Background: an optimization exercise with open tools, aiming at small area and a short achievable clock period. Do not read the settings as production practice. No functional check of the RTL was part of any run shown here. Power is estimated from default activity; no workload was simulated.

## flow/design.v (module list and top-level ports; edited modules follow where they fit)
// module flp32_mac_5stg: 5070 lines
// module fa1: 6 lines
module flp32_mac_5stg(
	clk,
	nrst,
	i_a,
	i_b,
	i_c,
	i_valid,
	o_p,
	o_sign,
	o_zero,
	o_nan,
	o_inf,
	o_valid
);
  // ...
==> flow/flow/run.sh <==
#!/bin/bash
export BUFFER_PORTS_ARGS="-buffer_cell sky130_fd_sc_hd__buf_2"
bash standard.sh > standard.log 2>&1
==> flow/standard.sh <==
#!/bin/bash
# synth_recipe.tcl (not shown) runs the flow's synth.tcl, then flattens the netlist and writes it again
# the make line also repeats each setting of config.mk as NAME=value (left out here)
make -C /OpenROAD-flow-scripts/flow DESIGN_CONFIG=/design/flow/config.mk WORK_HOME=/design/flow/orfs CLKGATE_MAP_FILE= SYNTH_SCRIPT=/design/flow/synth_recipe.tcl "${@:-finish}"
==> flow/config.mk <==
export PLATFORM = sky130hd
export DESIGN_NAME = flp32_mac_5stg
export DESIGN_NICKNAME = flp32_mac_5stg
export VERILOG_FILES = /design/flow/design.v
export SDC_FILE = /design/flow/constraint.sdc
export NUM_CORES = 4
export LEC_CHECK = 0
export CAP_MARGIN = 20
export CORE_MARGIN = 2
export CORE_UTILIZATION = 40
export CTS_BUF_LIST = sky130_fd_sc_hd__clkbuf_8
export SLEW_MARGIN = 65
export SYNTH_HIERARCHICAL = 1
export SYNTH_MINIMUM_KEEP_SIZE = 0
==> flow/constraint.sdc <==
create_clock -name core_clock -period 14.0 [get_ports {clk}]
set_input_delay 2.8000 -clock core_clock [delete_from_list [all_inputs] [get_ports {clk}]]
set_output_delay 2.8000 -clock core_clock [all_outputs]
set_load 0.01 [all_outputs]
==> results.py, run 1 <==
metrics = {
    "floorplanning": {
        "tapCellCount": 1380,
        "y_dimension_of_the_die_um": 327,
    },
    "placement": {
        "postPlaceCellArea_um2": 44200,
        "routabilityCongestion": 0.928,
    },
    "status": {
        "status": "no timing/DRC/antenna violations",
    },
    "detailed_routing": {
        "detailroute.wirelength.met2_um": 58000,
        "first_pass_iters": 6,
        "route.top_layer_used": "met4",
    },
    "power": {
        "switching_portion_of_total_power_pct": 45.3,
        "seq_cell_power_mw": 2.96,
        "share_clk_of_total_power_pct": 15.4,
        "ir_worst_vdd_mv": 0.137,
        "power-per-cell-area_nw_per_um2": 241,
        "share_of_power_burned_in_combinational_logic_pct": 58.2,
    },
    "clocking": {
        "tritoncts.num_buffers": 104,
    },
    "synth": {
        "synth_seq_cells": 615,
        "adder_cell_share_of_the_synthesized_area_pct": 31.2,
        "syn-instance-count": 4295,
        "unique_masters_post_synth": 88,
        "yosys-top-cells-area": "dfxtp_1, fa_1, ha_1",
        "largest_family_of_logic_cells_by_synthesized_area": "adder cells",
        "synth_largest_type_area_fraction_pct": 29.2,
    },
    "timing": {
        "finalWorstPathRequiredPeriod_ps": 4160,
        "slew_headroom_pct": 65.6,
        "tightest_slew_ps": 513,
        "layout_setup_ws_ps": 9840,
    },
    "global_routing": {
        "grt_overflow_total": 0,
        "grt_util_all_layers_pct": 22.2,
        "grt_pass1_vias": 32500,
    },
    "final_layout": {
        "seqAreaFraction_pct": 26.6,
        "buf_share_pct": 2.82,
        "fillCellCount": 9830,
        "finish.utilization_pct": 45.0,
        "fraction_of_standard_cell_area_in_multi_input_logic_pct": 59.6,
    },
    "hold_path": {
        "hold_path.class": "reg2reg",
    },
    "worst_setup_path": {
        "timing.critical_path.mode_cell": "inv_1",
        "regToRegStartpoint": "r0_1[4]",
    },
}
==> run 2, diff against run 1 <==
--- a/flow/design.v
+++ b/flow/design.v
@@ -3931,35 +3931,37 @@
 wire [47:0] v2 = sh2[1] ? { 2'd0, v4[47:2] } : v4;
 wire [47:0] v1 = sh2[0] ? { 1'd0, v2[47:1] } : v2;
 wire [47:0] shj = { v1[47:1], jam2 };
 wire [25:0] cmp0 = { 1'b0, p2r[47:23] } + { 1'b1, ~sga2 } + { 25'd0, |p2r[22:0] };
 wire [25:0] cmp1 = { 2'b00, p2r[47:24] } + { 1'b1, ~sga2 } + { 25'd0, |p2r[23:0] };
 wire gt = gone2 | (near2 & (sh2[0] ? cmp1[25] : cmp0[25]));
 reg [47:0] u3, w3;
 reg [7:0] ae_exp3;
-reg gt3, exneg3, sna3, eff3, f_inf3, f_sn3, f_zz3, f_nan3;
+reg gt3, addz3, exneg3, sna3, eff3, f_inf3, f_sn3, f_zz3, f_nan3;
 always @(posedge clk)
 begin
 	u3 <= shj;
 	w3 <= oth2;
 	gt3 <= gt;
+	addz3 <= ~|(shj | oth2);	 
 	ae_exp3 <= ae_exp2;
 	exneg3 <= exneg2;
 	sna3 <= sna2;
 	eff3 <= eff2;
 	f_inf3 <= f_inf2;
 	f_sn3 <= f_sn2;
 	f_zz3 <= f_zz2;
 	f_nan3 <= f_nan2;
 end
 wire [48:0] bp = { eff3, u3 ^ w3 };
 wire [48:0] bg = { 1'b0, u3 & w3 };
 wire acin = eff3 & gt3;
 wire [48:0] as0;
+wire aco, apall;
 wire d_g1;
 wire d_p2;
 wire d_g3;
 wire d_p4;
 wire d_g5;
 wire d_p6;
 wire d_g7;
 wire d_p8;
@@ -4617,20 +4619,22 @@
 assign as0[41] = d_s302;
 assign as0[42] = d_s303;
 assign as0[43] = d_s304;
 assign as0[44] = d_s305;
 assign as0[45] = d_s306;
 assign as0[46] = d_s307;
 assign as0[47] = d_s308;
 assign as0[48] = d_s309;
+assign aco = d_g259;
+assign apall = d_p260;
 wire [48:0] a_sg = as0 ^ {49{eff3 & ~gt3}};
-wire a_zero = ~|a_sg;
+wire a_zero = eff3 ? apall : addz3;
 wire u_gt = gt3;
-wire w_gt = ~gt3 & ~a_zero;
+wire w_gt = ~gt3 & ~apall;
 wire x_gt = exneg3 ? u_gt : w_gt;
 wire x_lt = exneg3 ? w_gt : u_gt;
 wire a_sn = eff3 ? (sna3 ? x_gt : x_lt) : sna3;
 reg [48:0] a_sg4;
 reg [7:0] ae_exp4;
 reg a_zero4, a_sn4, f_inf4, f_sn4, f_zz4, f_nan4;
 always @(posedge clk)
 begin
==> results.py, run 2 <==
metrics = {
    "power": {
        "total_power_mw": 11.7,
        "ir_worst_vdd_mv": 0.145,
        "cellLeakagePower_nw": 19.8,
        "power-per-cell-area_nw_per_um2": 243,
    },
    "synth": {
        "post_synth.cell_area_avg_um2": 9.73,
        "post_synthesis_cell_type_with_the_largest_combined_area": "dfxtp_1",
        "post_synthesis_instance_area_um2": 43000,
        "synth_seq_cells": 616,
        "ranking_of_synthesized_cells_by_instance_count": "nand2_1, dfxtp_1, fa_1",
        "syn-instance-count": 4413,
        "synthMostInstantiatedCell": "nand2_1",
        "net_count_after_synthesis": 5246,
        "number_of_enable_type_register_cells_in_the_synthesized_netlist": 0,
        "seq_area_frac_synth_pct": 28.8,
        "unique_masters_post_synth": 86,
        "postSynth.asyncResetShare_pct": 1.14,
        "yosys-top-cells-area": "dfxtp_1, fa_1, nand2_1",
        "synthesis.yosys.warnings": 7,
        "yosys_most_used_dff": "dfxtp_1",
        "synth_largest_type_area_fraction_pct": 28.4,
    },
    "detailed_routing": {
        "route.detailed.drc": 0,
        "routed_via_density": 5.64,
        "totalWireLength_um": 138000,
        "first_pass_iters": 8,
        "drt-initial-drc-count": 3260,
        "antenna_left": 0,
        "wire_per_inst_um": 23.0,
        "vias": 33900,
    },
    "global_routing": {
        "grt_pass1_vias": 34900,
        "grt_pass1_wl_um": 209000,
        "grt_util_all_layers_pct": 24.6,
        "grt_start_max_net_pins": 81,
        "initial_antenna_violation_count": 4,
        "grt_overflow_total": 0,
    },
    "timing": {
        "setup_viol": 0,
        "fin_tns_setup_ps": 0,
        "grt_setup_unrepaired": "false",
        "finalWorstPathRequiredPeriod_ps": 4040,
        "max_freq_mhz": 247,
        "period_share_pct": 28.9,
        "tightest_slew_ps": 579,
        "fin_worst_skew_ps": 79.4,
        "timing.final.max_slew_violations": 0,
        "slew_headroom_pct": 60.3,
        "layout_setup_ws_ps": 9960,
        "final-hold-violation-count": 0,
    },
    "hold_path": {
        "timing.hold.worst_endpoint": "a_zero5",
        "hold_path.class": "reg2reg",
        "hold_path.startpoint": "a_zero4",
        "min_path_cells": 0,
    },
    "worst_setup_path": {
        "timing.critical_path.cells": "buf_2",
        "reg2regPathDepth": 13,
        "cp-start-kind": "register",
        "cp-startpoint": "o_p[31]",
        "timing.critical_path.slowest_stage_cell": "dfxtp_1",
        "cpLargestDelayFamily": "flip-flops",
        "worstReg2RegEnd": "addz3",
        "timing.critical_path.fanout_max": 2,
        "criticalPathCategory": "reg2out",
        "reg2reg_setup_slack_ps": 10060,
        "critical_path.n_buffers_inverters": 1,
        "timing.critical_path.slowest_cell_delay_ps": 320,
        "worstPathRequired_ps": 11200,
        "end_kind": "primary output",
        "regToRegStartpoint": "exneg2",
        "arrival_ps": 1240,
    },
    "clocking": {
        "cts_post_setup_buffers_inserted": 0,
        "holdBufCountCts": 0,
        "tritoncts": "done",
        "worst_setup_hold_path_clk_slew_ps": 70,
        "worst_skew_pair.late_latency_ps": 800,
        "clock_path_buffers": 3,
        "tritoncts.num_buffers": 103,
        "clock-sinks": 616,
        "cts_repair_resize_count": 0,
        "cts_root_buffer": "clkbuf_8",
        "clock_tree.htree_level_count": 3,
    },
    "final_layout": {
        "finalNetCount": 5351,
        "final_cell_count_no_fill": 6014,
        "registers.top_by_ff_count": "a_sg4",
        "fillCellCount": 10100,
        "largest_reg_flops": 49,
        "drive_above_1_share_pct": 12.2,
        "commonest_non_fill_non_tap_cells_in_the_layout": "nand2_1, dfxtp_1, fa_1, inv_1, ha_1",
        "multiInputGateArea_um2": 28900,
        "sequential_cell_area_um2": 12400,
        "layout_commonest_cell": "nand2_1",
        "layout-area-overhead-vs-synth_pct": 11.9,
    },
    "floorplanning": {
        "rows": 120,
        "io_pins": 136,
        "y_dimension_of_the_die_um": 332,
        "design.die.area_um2": 110000,
        "start_util_pct": 40.2,
        "die_w_um": 332,
        "placeableCoreArea_um2": 107000,
    },
    "placement": {
        "hpwl_after_detailed_placement_um": 102000,
        "placed_cells": 5811,
        "port-buffer-count": 135,
        "dp_worst_setup_slack_ps": 9490,
        "routabilityCongestion": 1.00,
    },
    "run": {
        "cap_violations": 0,
    },
    "status": {
        "status": "no timing/DRC/antenna violations",
    },
}
## run 2: how the worst max path moves through the flow
stage | to | cells past startpoint | slack [ps]
2_1_floorplan | sbc0[8] | 10 | 9730
3_3_place_gp | sbc0[8] | 11 | 9460
3_5_place_dp | sbc0[8] | 11 | 9490
4_1_cts | o_sign | 1 | 9870
5_1_grt | o_sign | 1 | 9850
6_report | o_sign | 1 | 9960
## run 2: per-layer routing
metal | GRT usage, % | wire (um)
met1 | 30.1 | 54800
met2 | 41.3 | 65400
met3 | 4.78 | 10300
met4 | 12.9 | 7770
met5 | 0 | 11
## run 2: final cells by class
| class | count | share of cell area, % |
|---|---|---|
| clock inverter | 64 | 1.49 |
| sequential | 616 | 25.8 |
| inverter | 280 | 2.20 |
| tap | 1403 | 3.65 |
| antenna | 3 | 0.0156 |
| timing repair buffer | 233 | 3.03 |
| clock buffer | 131 | 3.75 |
| multi-input combinational | 3284 | 60.0 |
## run 2: metrics by stage
step | hold slack (ps) | area [um2] | utilization, %
after floorplan | 310 | 43000 | -
after CTS | 305 | 47900 | 44.9
after global placement | 310 | 45000 | 42.1
after global routing | 303 | 48100 | 45.0
after detailed placement | 312 | 45400 | 42.6
final | 314 | 48100 | 45.0
## run 2: Yosys stat by module, one instance, submodules excluded
module,cells inside,flip-flops and latches,times used,area (um2)
flp32_mac_5stg,3929,616,1,33300
fa1,1,0,484,20.0
## run 2: report_power, final
group,switching (mW),internal [mW]
registers,0.643,2.44
logic,3.86,2.85
clock network,0.814,1.07
## run 2: logic make-up after synthesis
logic type                 count (synthesis)  share of synthesized area [%]
and+or+nand+nor                         1333                           14.1
AOI/OAI and AO/OA                        777                           12.1
adders and majority gates                734                           30.3
DFF                                      616                           28.8
buffers and inverters                    513                           4.71
xor gates and xnor gates                 260                           5.30
muxes                                    180                           4.60
==> run 3, diff against run 2 <==
--- a/flow/config.mk
+++ b/flow/config.mk
@@ -10,5 +10,5 @@
 export CORE_UTILIZATION = 40
 export CTS_BUF_LIST = sky130_fd_sc_hd__clkbuf_8
-export SLEW_MARGIN = 65
+export SLEW_MARGIN = 80
 export SYNTH_HIERARCHICAL = 1
 export SYNTH_MINIMUM_KEEP_SIZE = 0
==> results.py, run 3 <==
metrics = {
    "status": {
        "status": "no timing/DRC/antenna violations",
    },
    "timing": {
        "tightest_slew_ps": 384,
        "grt_setup_unrepaired": "false",
        "period_share_pct": 38.8,
        "setup_viol": 0,
        "max_freq_mhz": 184,
        "timing.final.max_slew_violations": 0,
        "finalWorstPathRequiredPeriod_ps": 5440,
        "fin_tns_setup_ps": 0,
        "fin_worst_skew_ps": 44.1,
        "final-hold-violation-count": 0,
        "slew_headroom_pct": 74.4,
    },
    "final_layout": {
        "registers.top_by_ff_count": "a_sg4",
        "final_cell_count_no_fill": 6137,
        "multiInputGateArea_um2": 30900,
        "layout_commonest_cell": "nand2_1",
        "drive_above_1_share_pct": 19.6,
        "fillCellCount": 9801,
        "finalNetCount": 5482,
        "largest_reg_flops": 49,
        "sequential_cell_area_um2": 12600,
        "layout-area-overhead-vs-synth_pct": 20.4,
        "commonest_non_fill_non_tap_cells_in_the_layout": "nand2_1, dfxtp_1, fa_1, inv_1, ha_1",
    },
    "worst_setup_path": {
        "cp-start-kind": "register",
        "timing.critical_path.cells": "buf_8 -> buf_8 -> buf_16 -> nor2_1 -> buf_4 -> a22o_1 -> a222oi_1 -> clkdlybuf4s50_1 -> buf_1 -> clkdlybuf4s50_1 -> clkdlybuf4s50_1 -> nand2_1 -> nand2_1 -> a222oi_1 -> clkdlybuf4s50_1 -> nor4b_2 -> clkdlybuf4s25_1 -> and3_1 -> and3_1",
        "end_kind": "register",
        "arrival_ps": 6170,
        "timing.critical_path.fanout_max": 31,
        "reg2regPathDepth": 19,
        "cpLargestDelayFamily": "buffers and inverters",
        "criticalPathCategory": "reg2reg",
        "critical_path_depth": 19,
        "timing.critical_path.slowest_cell_delay_ps": 560,
        "timing.critical_path.slowest_stage_cell": "clkdlybuf4s50_1",
        "critical_path.n_buffers_inverters": 10,
        "worstPathRequired_ps": 14730,
        "timing.critical_path.mode_cell": "clkdlybuf4s50_1",
    },
    "detailed_routing": {
        "route.detailed.drc": 0,
        "routed_via_density": 5.63,
        "wire_per_inst_um": 22.8,
        "antenna_left": 0,
        "vias": 34500,
        "first_pass_iters": 7,
        "totalWireLength_um": 140000,
        "drt-initial-drc-count": 3343,
    },
    "synth": {
        "synthMostInstantiatedCell": "nand2_1",
        "syn-instance-count": 4413,
        "synth-compound-area-share_pct": 12.1,
        "post_synthesis_cell_type_with_the_largest_combined_area": "dfxtp_1",
        "yosys_most_used_dff": "dfxtp_1",
        "synth.area.mux_share_pct": 4.60,
        "synth-xor-area-share_pct": 5.30,
        "synth_seq_cells": 616,
        "adder_cell_share_of_the_synthesized_area_pct": 30.3,
        "seq_area_frac_synth_pct": 28.8,
        "post_synthesis_instance_area_um2": 43000,
        "largest_family_of_logic_cells_by_synthesized_area": "adder cells",
        "ranking_of_synthesized_cells_by_instance_count": "nand2_1, dfxtp_1, fa_1",
        "net_count_after_synthesis": 5246,
        "yosys-top-cells-area": "dfxtp_1, fa_1, nand2_1",
        "synthesis.yosys.warnings": 7,
        "synth_largest_type_area_fraction_pct": 28.4,
        "synth_simple_gate_area_share_pct": 14.1,
        "unique_masters_post_synth": 86,
        "number_of_enable_type_register_cells_in_the_synthesized_netlist": 0,
        "post_synth.cell_area_avg_um2": 9.73,
        "postSynth.asyncResetShare_pct": 1.14,
    },
    "power": {
        "switchingPower_mw": 5.67,
        "seq_power_share_pct": 25.6,
        "share_of_power_burned_in_combinational_logic_pct": 60.2,
        "share_clk_of_total_power_pct": 14.2,
        "intPower_mw": 6.71,
        "ir_worst_vdd_mv": 0.137,
        "power-per-cell-area_nw_per_um2": 240,
        "switching_portion_of_total_power_pct": 45.8,
        "cellLeakagePower_nw": 20.9,
    },
    "run": {
        "cap_violations": 0,
    },
    "placement": {
        "port-buffer-count": 135,
        "routabilityCongestion": 1.00,
        "hpwl_after_detailed_placement_um": 105000,
        "placed_cells": 5927,
    },
    "floorplanning": {
        "start_util_pct": 40.2,
        "design.die.area_um2": 110000,
        "placeableCoreArea_um2": 107000,
        "io_pins": 136,
        "y_dimension_of_the_die_um": 332,
        "die_w_um": 332,
        "rows": 120,
    },
    "clocking": {
        "clock_tree.htree_level_count": 3,
        "worst_setup_hold_path_clk_slew_ps": 70,
        "holdBufCountCts": 0,
        "worst_skew_pair.late_latency_ps": 820,
        "cts_post_setup_buffers_inserted": 0,
        "cts_repair_resize_count": 0,
        "clock_path_buffers": 3,
        "tritoncts.num_buffers": 102,
        "tritoncts": "done",
        "cts_root_buffer": "clkbuf_8",
        "clock-sinks": 616,
    },
    "global_routing": {
        "grt_start_max_net_pins": 44,
        "grt_pass1_wl_um": 212000,
        "grt_pass1_vias": 35600,
        "initial_antenna_violation_count": 7,
        "grt_overflow_total": 0,
        "grt_util_all_layers_pct": 25.0,
    },
    "hold_path": {
        "hold_path.class": "reg2reg",
        "min_path_cells": 0,
    },
}
run 3: cell counts after synthesis:
Identical to the previous run, type by type.
run 3: metrics by stage:
| step | worst slack, ps | hold WS (ps) | instance area (um2) | utilization (%) | power [mW] |
|---|---|---|---|---|---|
| floorplan | 9730 | 310 | 43000 | - | 7.55 |
| global placement | 9460 | 310 | 45000 | 42.1 | 9.56 |
| detailed placement | 9260 | 312 | 48400 | 45.3 | 10.3 |
| CTS | 9180 | 319 | 50700 | 47.5 | 12.2 |
| global route | 8420 | 324 | 51700 | 48.4 | 13.3 |
| finish | 8560 | 321 | 51700 | 48.4 | 12.4 |
run 3: kinds of logic after synthesis:
kind of cell	after synthesis
simple gates	1333
compound gates	777
fa+ha+maj	734
flops	616
buf+inv	513
xor+xnor	260
mux	180
run 3: path summary, 6_finish.rpt:
check,start,end,slack (ps)
hold / removal,eff1,eff2,320
max in group asynchronous,nrst,vld[5],12050
setup reg to reg,exneg2,addz3,8560
min in group asynchronous,nrst,vld[3],1800
setup / recovery,exneg2,addz3,8560
hold reg to reg,eff1,eff2,320
run 3: metal layers:
layer | track usage (%) | vias to the layer above | share of wire (%)
li1 | - | 15500 | -
met1 | 30.4 | 16900 | 39
met2 | 41.7 | 1689 | 47
met3 | 4.39 | 479 | 7.4
met4 | 14.4 | 2 | 6.2
met5 | 0 | - | 0.0064
run 3: layout make-up:
class / count / share of cell area, %
clock inverters: 59 / 1.15
inverters: 280 / 2.07
diodes: 3 / 0.0145
flip-flops and latches: 616 / 24.3
repair buffers: 365 / 5.91
well taps: 1403 / 3.40
clock buffers: 127 / 3.38
multi-input cells: 3284 / 59.8
run 3: power groups by stage:
| stage | sequential (mW) | combinational, mW | clock, mW |
|---|---|---|---|
| after floorplan | 2.77 | 4.78 | 0 |
| after global placement | 3.11 | 6.45 | 0 |
| after detailed placement | 3.15 | 7.19 | 0 |
| after CTS | 3.12 | 7.23 | 1.80 |
| after global routing | 3.21 | 8.17 | 1.88 |
| final | 3.17 | 7.46 | 1.75 |
run 3: worst reg2reg max path: stages, from the launching register on:
cell	delay, ps
dfxtp_4	480
buf_8	210
buf_8	270
buf_16	220
nor2_1	70
buf_4	230
a22o_1	280
a222oi_1	280
clkdlybuf4s50_1	560
buf_1	150
clkdlybuf4s50_1	540
clkdlybuf4s50_1	490
nand2_1	50
nand2_1	60
a222oi_1	110
clkdlybuf4s50_1	460
nor4b_2	230
clkdlybuf4s25_1	370
and3_1	190
and3_1	150
run 3: modules after synthesis, one instance, submodules excluded:
module	copies in the design	cells inside	cell area, um2	flops+latches
flp32_mac_5stg	1	3929	33300	616
fa1	484	1	20.0	0

re-timing with driven ports:
In the flow no input, the clock included, has a driving cell. The finished layouts below were timed again as built, in two steps.
Step 1, drivers: a clkbuf_16 drives clk and a buf_2 each remaining input, both assumed.
Step 2 moves the port delays by t, midway between the first and last clock arrival at a register: inputs arrive t later, outputs are due t later. That takes back most of the time a late clock gives input paths.
a / b / c = ideal ports / drivers / drivers and shift; a / b = the first two.
run | t, ns | setup WS [ns] | hold WS [ns] | clock arrival spread, ns
run 1 | 0.822 | 9.844 / 9.844 / 9.417 | 0.324 / 0.324 / 0.324 | 0.050 / 0.051
run 2 | 0.822 | 9.957 / 9.889 / 9.497 | 0.314 / 0.314 / 0.314 | 0.086 / 0.087
run 3 | 0.858 | 8.563 / 8.563 / 8.563 | 0.321 / 0.321 / 0.321 | 0.054 / 0.054
After both steps setup and hold are still met in every run listed. The setup slack of run 2, which loses most, moves by -0.068 ns with the drivers and by -0.460 ns with both steps.
